This is an optimization exercise on Yosys and OpenROAD, whose aim is small area, a short achievable clock period and few clock cycles, not a production implementation. At most, simulation tests tie the RTL to the original design; equivalence was not proved. Power is estimated from default activity; no workload was simulated.

==> wip/fjord: inputs <==
==> flow/design.v <==
module ALU_standard_calculator_n_bit #(parameter n = 32)(
    input clk,
    input rst,
    input [2:0] op,
    input signed [n-1:0] a,
    input signed [n-1:0] b,
    output signed [2*n-1:0] result,
    output reg valid_result
);
    localparam W = 40;                
    reg [31:0] H, L;                  
    reg        hs;                    
    reg [31:0] A;                     
    reg        busy;                  
    reg        mmul;                  
    reg        bc;                    
    reg        sq;                    
    reg        dz;                    
    reg        dfirst;                
    reg        dneg;                  
    reg [4:0]  cnt;
    reg [5:0]  lenA, lenB;            
    reg [7:0]  mlast;
    assign result = {H | {32{hs}}, L};
    wire op_sub = (op == 3'b001);
    wire op_mul = (op == 3'b010);
    wire op_div = (op == 3'b011);
    wire op_and = (op == 3'b100);
    wire op_not = (op == 3'b111);
    wire op_log = op[2];
    wire sa = a[31];
    wire sb = b[31];
    wire [31:0] xa = a ^ {32{sa}};
    wire [31:0] xb = b ^ {32{sb}};
    wire [31:0] x1 = a ^ {32{op_div & sa}};
    wire [31:0] y1 = (op_mul | op_div) ? 32'b0 : op_not ? 32'hffffffff : b ^ {32{op_sub}};
    wire        c1 = op_sub | (op_div & sa);
    wire [31:0] pg = x1 ^ y1;
    wire [31:0] gg = x1 & y1;
    wire [31:0] lg = (pg & {32{~op_and}}) | (gg & {32{~op[1]}});
    function [31:0] smear;
        input [31:0] x;
        reg [31:0] v;
        begin
            v = x;
            v = v | {1'b0, v[31:1]};
            v = v | {2'b0, v[31:2]};
            v = v | {4'b0, v[31:4]};
            v = v | {8'b0, v[31:8]};
            v = v | {16'b0, v[31:16]};
            smear = v;
        end
    endfunction
    function [5:0] smlen;
        input [31:0] m;
        reg [31:0] h;
        reg [4:0] k;
        integer i;
        begin
            h = m & ~{1'b0, m[31:1]};
            k = 5'd0;
            for (i = 0; i < 32; i = i + 1)
                k = k | (h[i] ? i[4:0] : 5'd0);
            smlen = m[0] ? {1'b0, k} + 6'd1 : 6'd0;
        end
    endfunction
    wire [31:0] smA = smear(xa);
    wire [31:0] smB = smear(xb);
    wire [31:0] smA1 = sa ? {smA[30:0], 1'b1} : smA;    
    wire early = |(smB & ~smA1);                        
    wire [6:0] mq = {1'b0, lenA} - {1'b0, lenB} + 7'd1;
    wire [7:0] mone;
    assign mone[0] = (mq == 1);
    assign mone[1] = (mq == 2);
    assign mone[2] = (mq == 3);
    assign mone[3] = (mq == 4);
    assign mone[4] = (mq == 5) || (mq == 6);
    assign mone[5] = (mq >= 7) && (mq <= 9);
    assign mone[6] = (mq >= 10) && (mq <= 12);
    assign mone[7] = (mq >= 13);
    wire [4:0] dcnt = {mone[7], mone[5] | mone[6] | mone[7], mone[4] | mone[7],      
                       mone[2] | mone[3] | mone[6] | mone[7],
                       mone[1] | mone[3] | mone[4] | mone[6] | mone[7]};
    wire [7:0] msel = dfirst ? mone : mlast;
    wire dlast = dfirst ? mone[0] : (cnt == 0);         
    wire [31:0] rinit = msel[0] ? {1'b0,  L[31:1]} :
                        msel[1] ? {2'b0,  L[31:2]} :
                        msel[2] ? {3'b0,  L[31:3]} :
                        msel[3] ? {4'b0,  L[31:4]} :
                        msel[4] ? {6'b0,  L[31:6]} :
                        msel[5] ? {9'b0,  L[31:9]} :
                        msel[6] ? {12'b0, L[31:12]} : 32'b0;
    wire dbit = |(msel & {L[31], L[11], L[8], L[5], L[3], L[2], L[1], L[0]});
    wire [31:0] mask = {{20{msel[7]}}, {3{msel[7] | msel[6]}}, {3{|msel[7:5]}},
                        {2{|msel[7:4]}}, |msel[7:3], |msel[7:2], |msel[7:1], 1'b1};
    wire [31:0] rsrc = dfirst ? rinit : H;             
    wire        rneg_ = rsrc[31];                        
    wire dstep = ~mmul & ~dneg;
    wire [8:0] mb = {L[7:0], bc};
    reg  [3:0] rone, rtwo, rneg;
    integer j;
    always @(*) begin
        for (j = 0; j < 4; j = j + 1) begin
            rone[j] = mmul & (mb[2*j+1] ^ mb[2*j]);
            rtwo[j] = mmul & ((mb[2*j+2] & ~mb[2*j+1] & ~mb[2*j]) | (~mb[2*j+2] & mb[2*j+1] & mb[2*j]));
            rneg[j] = mmul & mb[2*j+2] & ~(mb[2*j+1] & mb[2*j]);
        end
        rone[0] = rone[0] | dstep;
        rneg[0] = rneg[0] | (dstep & (~A[31] ^ rneg_));
    end
    function [33:0] bpp;              
        input one, two, neg;
        input [31:0] m;
        begin
            bpp = (one ? {m[31], m[31], m} : two ? {m[31], m, 1'b0} : 34'b0) ^ {34{neg}};
        end
    endfunction
    wire [33:0] pp0 = bpp(rone[0], rtwo[0], rneg[0], A);
    wire [33:0] pp1 = bpp(rone[1], rtwo[1], rneg[1], A);
    wire [33:0] pp2 = bpp(rone[2], rtwo[2], rneg[2], A);
    wire [33:0] pp3 = bpp(rone[3], rtwo[3], rneg[3], A);
    wire n3 = rneg[3];
    wire [33:0] hrow = dstep ? {~rsrc[31], rsrc, dbit} : {~H[31], H[31], H};
    wire [W-1:0] hr = {6'b0, hrow};
    wire [W-1:0] r0 = {6'b010101, ~pp0[33], pp0[32:0]};
    wire [W-1:0] r1 = {4'b0, ~pp1[33], pp1[32:0], n3, rneg[0]};
    wire [W-1:0] r2 = {2'b0, ~pp2[33], pp2[32:0], n3, rneg[1], n3, n3};
    wire [W-1:0] r3 = {~pp3[33], pp3[32:0], n3, rneg[2], n3, n3, n3, n3};
    wire [W-1:0] s1 = r1 ^ r2 ^ r3;
    wire [W-1:0] k1 = {((r1 & r2) | (r1 & r3) | (r2 & r3)), n3};
    wire [W-1:0] s2 = s1 ^ k1 ^ r0;
    wire [W-1:0] k2 = {((s1 & k1) | (s1 & r0) | (k1 & r0)), n3};
    wire [W-1:0] s3 = s2 ^ k2 ^ hr;
    wire [W-1:0] k3 = {((s2 & k2) | (s2 & hr) | (k2 & hr)), n3};
    wire [W-1:0] ax = busy ? s3 : {{8{x1[31] & ~op_div}}, x1};
    wire [W-1:0] ay = busy ? k3 : {{8{y1[31]}}, y1};
    wire         ac = busy ? (n3 | dneg) : c1;
    wire [W:0] sum1 = {ax, ac} + {ay, ac};              
    wire [W-1:0] sum = sum1[W:1];
    wire ge = ~sum[W-1];
    wire [31:0] qn = {L[30:0], ge} & mask;              
    always @(posedge clk) begin
        A <= b;
        if (!busy) begin
            mmul <= op_mul;
            bc <= 1'b0;
            sq <= sa ^ sb;
            dz <= (b == 0);
            dfirst <= 1'b1;
            lenA <= smlen(smA1);
            lenB <= smlen(smB);
            cnt <= 5'd3;
            H <= 32'b0;
            hs <= op_log ? lg[31] : sum[32] & ~op[1];
            L <= op_log ? lg : sum[31:0] & {32{~(op_div & early)}};
        end else if (!valid_result) begin
            if (mmul) begin
                H <= sum[W-1:8];
                L <= {sum[7:0], L[31:8]};
                bc <= L[7];
                cnt <= cnt - 5'd1;
            end else if (dneg) begin
                H <= 32'b0;
                hs <= sum[31];
                L <= sum[31:0];
            end else begin
                dfirst <= 1'b0;
                mlast <= mone;
                H <= dlast ? (sq ? ~qn : 32'b0) : sum[31:0];
                L <= qn;
                cnt <= (dfirst ? dcnt : cnt) - 5'd1;
            end
        end
    end
    always @(posedge clk or posedge rst) begin
        if (rst) begin
            busy <= 1'b0;
            valid_result <= 1'b0;
            dneg <= 1'b0;
        end else begin
            busy <= 1'b1;
            if (!busy) begin
                valid_result <= !(op_mul || (op_div && !early));
            end else if (!valid_result) begin
                if (mmul) begin
                    if (cnt == 0) valid_result <= 1'b1;
                end else if (dneg) begin
                    valid_result <= 1'b1;
                end else if (dlast && !dz) begin
                    if (sq) dneg <= 1'b1;
                    else valid_result <= 1'b1;
                end
            end
        end
    end
endmodule
==> flow/flow/run.sh <==
#!/bin/bash
set -euo pipefail
bash standard.sh SETUP_SLACK_MARGIN=12 TNS_END_PERCENT=10 finish > standard_flow.log 2>&1
==> flow/standard.sh <==
#!/bin/bash
# synth_recipe.tcl (not shown) runs the flow's synth.tcl, then flattens the netlist and writes it again
# the make line also repeats each setting of config.mk as NAME=value (left out here)
make -C /OpenROAD-flow-scripts/flow DESIGN_CONFIG=/design/flow/config.mk WORK_HOME=/design/flow/orfs CLKGATE_MAP_FILE= SYNTH_SCRIPT=/design/flow/synth_recipe.tcl "${@:-finish}"
==> flow/config.mk <==
export PLATFORM = sky130hd
export DESIGN_NAME = ALU_standard_calculator_n_bit
export DESIGN_NICKNAME = ALU_standard_calculator_n_bit
export VERILOG_FILES = /design/flow/design.v
export SDC_FILE = /design/flow/constraint.sdc
export NUM_CORES = 4
export LEC_CHECK = 0
export CAP_MARGIN = 20
export CORE_MARGIN = 2
export CORE_UTILIZATION = 40
export SLEW_MARGIN = 20
==> flow/constraint.sdc <==
create_clock -name core_clock -period 18.0 [get_ports {clk}]
set_input_delay 3.6000 -clock core_clock [delete_from_list [all_inputs] [get_ports {clk}]]
set_output_delay 3.6000 -clock core_clock [all_outputs]
set_load 0.01 [all_outputs]
==> wip/yarrow (differences from wip/fjord) <==
--- a/flow/design.v
+++ b/flow/design.v
@@ -22,3 +22,2 @@
     reg [5:0]  lenA, lenB;            
-    reg [7:0]  mlast;
     assign result = {H | {32{hs}}, L};
@@ -34,4 +33,4 @@
     wire [31:0] xb = b ^ {32{sb}};
-    wire [31:0] x1 = a ^ {32{op_div & sa}};
-    wire [31:0] y1 = (op_mul | op_div) ? 32'b0 : op_not ? 32'hffffffff : b ^ {32{op_sub}};
+    wire [31:0] x1 = op_div ? xa : a;
+    wire [31:0] y1 = op[2] ? b | {32{op[1] & op[0]}} : (b ^ {32{op[0]}}) & {32{~op[1]}};
     wire        c1 = op_sub | (op_div & sa);
@@ -83,3 +82,3 @@
                        mone[1] | mone[3] | mone[4] | mone[6] | mone[7]};
-    wire [7:0] msel = dfirst ? mone : mlast;
+    wire [7:0] msel = mone;
     wire dlast = dfirst ? mone[0] : (cnt == 0);         
@@ -134,8 +133,7 @@
     wire [W-1:0] k3 = {((s2 & k2) | (s2 & hr) | (k2 & hr)), n3};
-    wire [W-1:0] ax = busy ? s3 : {{8{x1[31] & ~op_div}}, x1};
-    wire [W-1:0] ay = busy ? k3 : {{8{y1[31]}}, y1};
-    wire         ac = busy ? (n3 | dneg) : c1;
-    wire [W:0] sum1 = {ax, ac} + {ay, ac};              
+    wire [33:0] f1 = {x1[31] & ~op_div, x1, c1} + {y1[31], y1, c1};    
+    wire [32:0] fsum = f1[33:1];
+    wire [W:0] sum1 = {s3, n3 | dneg} + {k3, n3 | dneg};
     wire [W-1:0] sum = sum1[W:1];
-    wire ge = ~sum[W-1];
+    wire ge = ~sum[31];                                 
     wire [31:0] qn = {L[30:0], ge} & mask;              
@@ -153,4 +151,4 @@
             H <= 32'b0;
-            hs <= op_log ? lg[31] : sum[32] & ~op[1];
-            L <= op_log ? lg : sum[31:0] & {32{~(op_div & early)}};
+            hs <= op_log ? lg[31] : fsum[32] & ~op[1];
+            L <= op_log ? lg : fsum[31:0] & {32{~(op_div & early)}};
         end else if (!valid_result) begin
@@ -167,3 +165,2 @@
                 dfirst <= 1'b0;
-                mlast <= mone;
                 H <= dlast ? (sq ? ~qn : 32'b0) : sum[31:0];
==> flow/flow/run.sh (replaced) <==
#!/bin/bash
set -euo pipefail
bash standard.sh "BUFFER_PORTS_ARGS=-buffer_cell sky130_fd_sc_hd__buf_1" \
  SETUP_SLACK_MARGIN=10.75 TNS_END_PERCENT=10 finish > standard_flow.log 2>&1
==> wip/pepper (differences from wip/fjord) <==
==> flow/design.v, changed modules only <==
module ALU_standard_calculator_n_bit #(parameter n = 32)(
    input clk,
    input rst,
    input [2:0] op,
    input signed [n-1:0] a,
    input signed [n-1:0] b,
    output signed [2*n-1:0] result,
    output reg valid_result
);
    localparam W = 36;                
    reg [31:0] H, L;                  
    reg [31:0] A;                     
    reg        busy;                  
    reg        mmul, mdiv;            
    reg        bc;                    
    reg        sq;                    
    reg        dz;                    
    reg        dfirst;                
    reg        dneg;                  
    reg [4:0]  cnt;
    assign result = {H, L};
    wire op_add = (op == 3'b000);
    wire op_sub = (op == 3'b001);
    wire op_mul = (op == 3'b010);
    wire op_div = (op == 3'b011);
    wire op_log = op[2];
    wire sa = a[31];
    wire sb = b[31];
    wire [31:0] xa = a ^ {32{sa}};
    wire [31:0] xb = b ^ {32{sb}};
    function [31:0] smear;
        input [31:0] x;
        reg [31:0] v;
        begin
            v = x;
            v = v | {1'b0, v[31:1]};
            v = v | {2'b0, v[31:2]};
            v = v | {4'b0, v[31:4]};
            v = v | {8'b0, v[31:8]};
            v = v | {16'b0, v[31:16]};
            smear = v;
        end
    endfunction
    function [5:0] smlen;
        input [31:0] m;
        reg [31:0] h;
        reg [4:0] k;
        integer i;
        begin
            h = m & ~{1'b0, m[31:1]};
            k = 5'd0;
            for (i = 0; i < 32; i = i + 1)
                k = k | (h[i] ? i[4:0] : 5'd0);
            smlen = m[0] ? {1'b0, k} + 6'd1 : 6'd0;
        end
    endfunction
    wire [31:0] smA = smear(xa);
    wire [31:0] smB = smear(xb);
    wire [31:0] smA1 = sa ? {smA[30:0], 1'b1} : smA;    
    wire early = |(smB & ~smA1);                        
    wire [5:0] lenA_n = smlen(smA1);                    
    wire [5:0] lenB_n = smlen(smB);                     
    reg  [5:0] lenA, lenB;
    wire [6:0] mq   = {1'b0, lenA} - {1'b0, lenB} + 7'd1;
    wire [7:0] mone;
    assign mone[0] = (mq == 1);
    assign mone[1] = (mq == 2);
    assign mone[2] = (mq == 3);
    assign mone[3] = (mq == 4);
    assign mone[4] = (mq == 5) || (mq == 6);
    assign mone[5] = (mq >= 7) && (mq <= 9);
    assign mone[6] = (mq >= 10) && (mq <= 12);
    assign mone[7] = (mq >= 13);
    wire [4:0] dcnt = mone[0] ? 5'd0 : mone[1] ? 5'd1 : mone[2] ? 5'd2 :
                      mone[3] ? 5'd3 : mone[4] ? 5'd5 : mone[5] ? 5'd8 :
                      mone[6] ? 5'd11 : 5'd31;
    reg  [7:0] mlast;
    wire [7:0] msel = dfirst ? mone : mlast;
    wire [31:0] lg = op[1] ? (op[0] ? ~a : a ^ b) : (op[0] ? a | b : a & b);
    function [33:0] bpp;              
        input [2:0] x;
        input [31:0] m;
        reg one, two, neg;
        reg [33:0] mag;
        begin
            one = x[1] ^ x[0];
            two = (x[2] & ~x[1] & ~x[0]) | (~x[2] & x[1] & x[0]);
            neg = x[2] & ~(x[1] & x[0]);
            mag = one ? {m[31], m[31], m} : two ? {m[31], m, 1'b0} : 34'b0;
            bpp = mag ^ {34{neg}};
        end
    endfunction
    wire [2:0] dg0 = {L[1], L[0], bc};
    wire [2:0] dg1 = {L[3], L[2], L[1]};
    wire neg0 = dg0[2] & ~(dg0[1] & dg0[0]);
    wire neg1 = dg1[2] & ~(dg1[1] & dg1[0]);
    wire [33:0] pp0 = bpp(dg0, A);
    wire [33:0] pp1 = bpp(dg1, A);
    wire [W-1:0] r0 = {{4{H[31]}}, H};
    wire [W-1:0] r1 = {{2{pp0[33]}}, pp0};
    wire [W-1:0] r2 = {pp1, neg1, neg0};
    wire [W-1:0] cs_s = r0 ^ r1 ^ r2;
    wire [W-1:0] cs_c = {((r0 & r1) | (r0 & r2) | (r1 & r2)), neg1} ;
    wire [31:0] rinit = msel[0] ? {1'b0,  L[31:1]} :
                        msel[1] ? {2'b0,  L[31:2]} :
                        msel[2] ? {3'b0,  L[31:3]} :
                        msel[3] ? {4'b0,  L[31:4]} :
                        msel[4] ? {6'b0,  L[31:6]} :
                        msel[5] ? {9'b0,  L[31:9]} :
                        msel[6] ? {12'b0, L[31:12]} : 32'b0;
    wire dbit = |(msel & {L[31], L[11], L[8], L[5], L[3], L[2], L[1], L[0]});
    wire [31:0] mask = {{20{msel[7]}}, {3{msel[7] | msel[6]}}, {3{|msel[7:5]}},
                        {2{|msel[7:4]}}, |msel[7:3], |msel[7:2], |msel[7:1], 1'b1};
    wire [31:0] rsrc = dfirst ? rinit : H;
    wire [31:0] dx = {rsrc[30:0], dbit};
    reg [W-1:0] ax, ay;
    reg         acin;
    always @(*) begin
        if (!busy) begin
            ax   = {{4{a[31] & ~op_div}}, a ^ {32{op_div & sa}}};
            ay   = op[1] ? {W{1'b0}} : {{4{b[31] ^ op_sub}}, b ^ {32{op_sub}}};
            acin = op_sub | (op_div & sa);
        end else if (mmul) begin
            ax   = cs_s;
            ay   = cs_c;
            acin = neg1;
        end else if (dneg) begin
            ax   = {W{1'b0}};
            ay   = {4'b1111, ~L};
            acin = 1'b1;
        end else begin
            ax   = {4'b0, dx};
            ay   = {4'b1111, A ^ {32{~A[31]}}};
            acin = ~A[31];
        end
    end
    wire [W:0] sum1 = {ax, acin} + {ay, acin};    
    wire [W-1:0] sum = sum1[W:1];
    wire ge = ~sum[W-1];
    wire dlast = dfirst ? mone[0] : (cnt == 0);    
    always @(posedge clk) begin
        A <= b;
        if (!busy) begin
            mmul <= op_mul;
            mdiv <= op_div;
            bc <= 1'b0;
            sq <= sa ^ sb;
            dz <= (b == 0);
            dfirst <= 1'b1;
            lenA <= lenA_n;
            lenB <= lenB_n;
            cnt <= 5'd7;
            H <= {32{op_log ? lg[31] : sum[32] & ~op[1]}};
            L <= op_log ? lg : sum[31:0] & {32{~(op_div & early)}};
        end else if (!valid_result) begin
            if (mmul) begin
                H <= sum[W-1:4];
                L <= {sum[3:0], L[31:4]};
                bc <= L[3];
                cnt <= cnt - 5'd1;
            end else if (dneg) begin
                H <= {32{sum[W-1]}};
                L <= sum[31:0];
            end else begin
                dfirst <= 1'b0;
                mlast <= mone;
                H <= dlast ? 32'b0 : (ge ? sum[31:0] : dx);
                L <= {L[30:0], ge} & mask;
                cnt <= (dfirst ? dcnt : cnt) - 5'd1;
            end
        end
    end
    always @(posedge clk or posedge rst) begin
        if (rst) begin
            busy <= 1'b0;
            valid_result <= 1'b0;
            dneg <= 1'b0;
        end else begin
            busy <= 1'b1;
            if (!busy) begin
                valid_result <= !(op_mul || (op_div && !early));
            end else if (!valid_result) begin
                if (mmul) begin
                    if (cnt == 0) valid_result <= 1'b1;
                end else if (dneg) begin
                    valid_result <= 1'b1;
                end else if (dlast && !dz) begin
                    if (sq) dneg <= 1'b1;
                    else valid_result <= 1'b1;
                end
            end
        end
    end
endmodule
==> flow/run.sh (new file) <==
#!/bin/bash
# synth_recipe.tcl (not shown) runs the flow's synth.tcl, then flattens the netlist and writes it again
# the make line also repeats each setting of config.mk as NAME=value (left out here)
make -C /OpenROAD-flow-scripts/flow DESIGN_CONFIG=/design/flow/config.mk WORK_HOME=/design/flow/orfs CLKGATE_MAP_FILE= SYNTH_SCRIPT=/design/flow/synth_recipe.tcl finish
removed: flow/flow/run.sh
removed: flow/standard.sh
==> wip/zinc (differences from wip/fjord) <==
--- a/flow/design.v
+++ b/flow/design.v
@@ -21,3 +21,3 @@
     reg [4:0]  cnt;
-    reg [5:0]  lenA, lenB;            
+    reg [6:0]  mq;                    
     reg [7:0]  mlast;
@@ -70,3 +70,3 @@
     wire early = |(smB & ~smA1);                        
-    wire [6:0] mq = {1'b0, lenA} - {1'b0, lenB} + 7'd1;
+    wire [6:0] mq_n = {1'b0, smlen(smA1)} - {1'b0, smlen(smB)} + 7'd1;
     wire [7:0] mone;
@@ -149,4 +149,3 @@
             dfirst <= 1'b1;
-            lenA <= smlen(smA1);
-            lenB <= smlen(smB);
+            mq <= mq_n;
             cnt <= 5'd3;
==> qor summary <==
| item | wip/pepper | wip/fjord | wip/zinc | wip/yarrow |
|---|---|---|---|---|
| Antenna violations before repair | 0 | 3 | 0 | 0 |
| Met2 demand-to-capacity share in global routing | 0.504 | 0.547 | 0.519 | 0.528 |
| Outcome | finished clean | finished clean | finished clean | finished clean |
| Clk_skew | 0.0102 ns | 0.0139 ns | 0.0228 ns | 0.0170 ns |
| Overall routing resource usage | 0.339 | 0.366 | 0.346 | 0.337 |
| Mux cell area share after synthesis | 0.0774 | 0.0209 | 0.0226 | 0.0155 |
| Pwr dens | 107 nW/um^2 | 158 nW/um^2 | 162 nW/um^2 | 135 nW/um^2 |
| Count of placed standard cells in the final layout, fillers left out | 3,281 | 3,605 | 3,561 | 3,455 |
| Total clock network power | 358 uW | 380 uW | 349 uW | 372 uW |
| Post-CTS setup-driven buffer insertion count | 0 | 65 | 106 | 5 |
| Initial DRT Pass Iterations | 8 | 8 | 6 | 14 |
| Logic power comb | 1.50 mW | 3.29 mW | 3.23 mW | 2.25 mW |
| Vias per std cell | 6.67 | 6.80 | 6.65 | 6.52 |
| Combinational power share | 0.623 | 0.768 | 0.775 | 0.727 |
| Number of design-rule violations left by the first detailed-router iteration | 3,520 | 2,901 | 2,838 | 3,211 |
| Routed len/inst | 27.8 microns | 29.8 microns | 27.2 microns | 27.2 microns |
| Post-Synth XOR/XNOR Area | 0.0899 | 0.0907 | 0.0897 | 0.102 |
| Tap cell instance count | 672 | 696 | 688 | 680 |
| Most common cell after layout, fill and taps aside | sky130_fd_sc_hd__nand2_1 | sky130_fd_sc_hd__a21oi_1 | sky130_fd_sc_hd__a21oi_1 | sky130_fd_sc_hd__nand2_1 |
| Critical Path End | H[6]$_DFFE_PP_ | L[0]$_DFFE_PP_ | mq[6]$_DFFE_PN_ | valid_result$_DFF_PP0_ |
Testbench counts of wip/fjord, summed over its fixed seeds: cycles 13,608.
Testbench counts of wip/yarrow, summed over its fixed seeds: cycles 13,608.
Only the layout flow was run in wip/pepper and wip/zinc; the RTL was not checked for function there.

afterwards: timing with drivers on the ports:
In the flow no input, the clock included, has a driving cell. The finished layouts below were timed again as built, in two steps.
Step 1 (the two cells are an assumption about what drives the block):
set clk [get_ports {clk}]
set_driving_cell -lib_cell sky130_fd_sc_hd__clkbuf_16 $clk
set_driving_cell -lib_cell sky130_fd_sc_hd__buf_2 [delete_from_list [all_inputs] $clk]
Step 2 times the ports against the registers' clock, not the clock port: input delays grow and output delays shrink by t, the midpoint of the rising clock arrivals with the driver on.
a / b / c = ideal ports / drivers / drivers and shift; a / b = the first two.
| run | t, ns | slack for setup (ns) | clock arrival spread, ns |
|---|---|---|---|
| wip/fjord | 0.546 | 10.997 / 11.009 / 10.463 | 0.014 / 0.013 |
| wip/yarrow | 0.510 | 10.825 / 10.862 / 10.352 | 0.017 / 0.017 |
| wip/pepper | 0.524 | 8.474 / 8.508 / 7.990 | 0.011 / 0.011 |
| wip/zinc | 0.529 | 10.586 / 10.613 / 10.084 | 0.025 / 0.024 |
After both steps every run listed still meets setup and hold. The setup slack of wip/fjord, which loses most, moves by +0.012 ns with the drivers and by -0.534 ns with both steps.
